From an optimization exercise on the open Yosys and OpenROAD flow, aimed at small area; shortcuts taken in it are not production practice.
Only simulation tests tie the RTL to the original design; equivalence was not proved.
The clock port is modelled as an ideal driver; clocking choices that lean on that would not hold on a real chip.
No activity file was given, so power comes from the tool's default toggle rates.

// CPU
module CPU
(
    input wire CLK,
    input wire RST,
    input wire [ 7 : 0 ] INPUT,
    input wire INTR_in,
    output wire [ 7 : 0 ] imem_addr,
    input wire [ 7 : 0 ] imem_data,
    input wire [ 7 : 0 ] imem_m0,
    input wire [ 7 : 0 ] imem_m1,
    output wire [ 7 : 0 ] dmem_addr,
    output wire [ 7 : 0 ] dmem_wdata,
    output wire dmem_we,
    output wire dmem_re,
    input wire [ 7 : 0 ] dmem_rdata,
    output wire [ 7 : 0 ] OUTPUT
);
==> flow/config.mk <==
export PLATFORM = sky130hd
export DESIGN_NAME = CPU
export DESIGN_NICKNAME = CPU
export VERILOG_FILES = /design/flow/design.v
export SDC_FILE = /design/flow/constraint.sdc
export NUM_CORES = 4
export LEC_CHECK = 0
export CAP_MARGIN = 0
export CORE_MARGIN = 2
export CORE_UTILIZATION = 40
export SLEW_MARGIN = 0
==> flow/constraint.sdc <==
create_clock -name core_clock -period 8.0 [get_ports {CLK}]
set_input_delay 1.6000 -clock core_clock [delete_from_list [all_inputs] [get_ports {CLK}]]
set_output_delay 1.6000 -clock core_clock [all_outputs]
set_load 0.01 [all_outputs]
standard.sh (not shown) runs the stock make flow with config.mk's settings and CLKGATE_MAP_FILE= SYNTH_SCRIPT=/design/flow/synth_recipe.tcl, a recipe that flattens the netlist after the stock synthesis.
==> flow/flow/run.sh <==
#!/bin/bash
# Own layout flow. Same as the standard flow (standard.sh) except:
#  - synthesis: the standard synthesis script (synth_recipe.tcl and ORFS's
#    synth.tcl) with only the ABC mapping script replaced. Several
#    area-oriented ABC scripts (flow/m*.abc) are tried and the one giving the
#    smallest cell area is used for the layout. Registers are mapped before
#    ABC, so they keep the standard names and cell types.
#  - port buffers use sky130_fd_sc_hd__buf_1 (every port still gets one);
#  - clock-tree synthesis uses clkbuf_8 buffers and no dummy loads; after it,
#    flow/clkdown.tcl swaps clock buffers to smaller ones where the clock slew at
#    the flip-flops stays low.
# Each tool's full output stays in orfs/logs/ (cand_*/logs/ for the trial
# syntheses, clkdown.log for the clock-buffer step); make's output goes to
# make*.log.
set -euo pipefail
W=$(pwd)
R="$W/orfs/results/$FLOW_PLATFORM/CPU/base"
mk_synth() {  # $1: abc script -> $W/own_synth_<name>.tcl
  local n; n=$(basename "$1" .abc)
  sed "s|log_cmd abc {\*}\$abc_args|log_cmd abc -script $1 {*}[lrange \$abc_args 2 end]|" \
    "$FLOW_HOME/scripts/synth.tcl" > "$W/synth_$n.tcl"
  grep -q "$1" "$W/synth_$n.tcl"
  sed "s|source \$::env(SCRIPTS_DIR)/synth.tcl|source $W/synth_$n.tcl|" synth_recipe.tcl > "$W/own_synth_$n.tcl"
  grep -q "synth_$n.tcl" "$W/own_synth_$n.tcl"
}
best=""; best_area=""
for s in "$W"/flow/m*.abc; do
  n=$(basename "$s" .abc)
  mk_synth "$s"
  if make -C "$FLOW_HOME" DESIGN_CONFIG="$W/config.mk" WORK_HOME="$W/cand_$n" CLKGATE_MAP_FILE= \
       SYNTH_SCRIPT="$W/own_synth_$n.tcl" synth > "$W/make_cand_$n.log" 2>&1; then
    a=$(grep "Chip area for module" "$W/cand_$n/reports/$FLOW_PLATFORM/CPU/base/synth_stat.txt" | awk '{print $NF}')
    echo "$n $a" >> "$W/synth_candidates.txt"
    if [[ -z "$best" ]] || awk -v a="$a" -v b="$best_area" 'BEGIN{exit !(a < b)}'; then
      best=$n; best_area=$a
    fi
  fi
done
echo "chosen ${best:-standard} $best_area" >> "$W/synth_candidates.txt"
rm -rf "$W"/cand_*/objects "$W"/cand_*/results
synth_arg="SYNTH_SCRIPT=$W/synth_recipe.tcl"
if [[ -n "$best" ]]; then synth_arg="SYNTH_SCRIPT=$W/own_synth_$best.tcl"; fi
args=("$synth_arg"
  'BUFFER_PORTS_ARGS=-buffer_cell sky130_fd_sc_hd__buf_1'
  'CTS_ARGS=-sink_clustering_enable -repair_clock_nets -dont_use_dummy_load -buf_list sky130_fd_sc_hd__clkbuf_8')
bash standard.sh "${args[@]}" cts > make_cts.log 2>&1
CTS_ODB="$R/4_cts.odb" CTS_SDC="$R/4_cts.sdc" CLK_SLEW_LIMIT=0.112 \
  PLATFORM_DIR="$FLOW_HOME/platforms/$FLOW_PLATFORM" LIB_FILE="$FLOW_HOME/platforms/$FLOW_PLATFORM/lib/sky130_fd_sc_hd__tt_025C_1v80.lib" \
  openroad -no_init -exit "$W/flow/clkdown.tcl" > "$W/clkdown.log" 2>&1 || true
bash standard.sh "${args[@]}" finish > make.log 2>&1
Other scripts of this flow, unchanged in this note and not shown: flow/flow/clkdown.tcl, flow/flow/m1.abc, flow/flow/m2.abc, flow/flow/m3.abc, flow/flow/m4.abc, flow/flow/m5.abc
Then changed:
--- a/flow/design.v
+++ b/flow/design.v
@@ -45,19 +45,17 @@
 reg [4:0] k_e;                 
 reg [1:0] rd_e;
 reg [7:0] alu_m, addr_m, wd_m;
 reg       wr_m, we_m, re_m, mo_m, br_m;
 reg [1:0] rs_m, rd_m;
 reg [7:0] mo_w, aux_w;
 reg       wr_w, br_w, re_w;
 reg [1:0] rs_w, rd_w;
-reg [1:0] flg_vc;              
-reg       zn_m;                
-wire [3:0] flg = {flg_vc, zn_m & alu_m[7], zn_m & ~|alu_m};    
+reg [3:0] flg;                 
 reg [7:0] outr;
 wire [3:0] opc = ir_d[7:4];
 wire [1:0] fa  = ir_d[3:2];
 wire [1:0] fb  = ir_d[1:0];
 reg       d_ret, d_wsel, d_call, d_st;
 reg       d_2b, d_intr, d_jmp, d_spinc;
 reg [1:0] d_rd, d_as;
 reg [4:0] d_k;
@@ -197,24 +195,23 @@
             ir_d <= 8'h00; pc_d <= 8'h00;
         end else if (!hold_d) begin
             ir_d <= imem_data; pc_d <= pc;
         end
     end
 end
 always @(posedge CLK or negedge RST) begin
     if (!RST) begin
-        k_e <= K_NOP;
+        k_e <= K_NOP; rd_e <= 2'd0;
     end else if (flush_e) begin
-        k_e <= K_NOP;
-    end else begin
-        k_e <= d_k;
-    end
-end
-always @(posedge CLK) rd_e <= flush_e ? 2'd0 : d_rd;
+        k_e <= K_NOP; rd_e <= 2'd0;
+    end else begin
+        k_e <= d_k; rd_e <= d_rd;
+    end
+end
 wire [7:0] alu;
 wire [7:0] mo_nx = mo_m ? alu_m : dmem_rdata;    
 wire fa_m = ~d_st & wr_e & (rd_e == fa);
 wire fa_w = ~d_st & wr_m & (rd_m == fa);
 wire fb_m = wr_e & (rd_e == fb);
 wire fb_w = wr_m & (rd_m == fb);
 wire [7:0] fwd_a = fa_m ? alu : fa_w ? mo_nx : rd1;
 wire [7:0] fwd_b = fb_m ? alu : fb_w ? mo_nx : rd2;
@@ -226,21 +223,23 @@
 end
 wire [7:0] A = ea;
 wire [7:0] B = eb;
 wire [7:0] P = use_a ? A : {8{dec}};
 wire [7:0] Q = inv_b ? ~B : B;
 wire [8:0] Sc = add8(P, Q, cin);
 wire [8:0] S = {P[7] ^ Q[7] ^ Sc[8], Sc[7:0]};
 assign alu = is_or ? (A | B) : S[7:0];
+wire       f_z = zn & ~|alu;
+wire       f_n = zn & alu[7];
 wire       f_v = cv & (P[7] == Q[7]) & (S[7] != P[7]);
 wire       f_c = (cv & S[8]) | setc;
 wire [7:0] addr_e = apre_e ? ec : alu;
 wire [7:0] wd_e   = (rs_e == 2'b11) ? ec : ea;
-always @(posedge CLK) begin flg_vc <= {f_v, f_c}; zn_m <= zn; end
+always @(posedge CLK) flg <= {f_v, f_c, f_n, f_z};
 always @(posedge CLK or negedge RST) begin
     if (!RST) begin
         wr_m <= 1'b0; we_m <= 1'b0; re_m <= 1'b0; mo_m <= 1'b0; br_m <= 1'b0;
     end else begin
         wr_m <= wr_e; we_m <= we_e; re_m <= re_e; mo_m <= mo_e; br_m <= br_e;
     end
 end
 always @(posedge CLK) begin
Die area barely changes.
Worst hold slack got worse by 0.0065 ns.
Final area stays flat.
Area after synthesis stays flat.
Setup slack got worse by 0.27 ns.
Clock power barely changes.

-- static timing again, ports no longer ideal --
Ports are ideal in the flow. The routed layouts listed here were re-timed in OpenROAD. Step 1 (the two cells are an assumption about what drives the block):
set clk [get_ports {CLK}]
set_driving_cell -lib_cell sky130_fd_sc_hd__clkbuf_16 $clk
set_driving_cell -lib_cell sky130_fd_sc_hd__buf_2 [delete_from_list [all_inputs] $clk]
Step 2, shift: input delay + t, output delay - t, t = (earliest + latest rising clock arrival at the registers) / 2. This alone moves slack from input paths to output paths. a / b / c = no drivers / after step 1 / after step 2; a / b = the first two.
| run | t (ns) | setup WS [ns] | worst register clock-pin slew, ns | worst data-port slew with drivers (ns) |
|---|---|---|---|---|
| the first run | 0.833 | 2.668 / 2.670 / 1.838 | 0.11 / 0.11 | 0.04 |
| the second run | 0.803 | 2.398 / 2.401 / 1.598 | 0.11 / 0.11 | 0.04 |
After both steps every run listed still meets setup and hold. The setup slack of the first run, which loses most, moves by +0.002 ns with the drivers and by -0.830 ns with both steps.
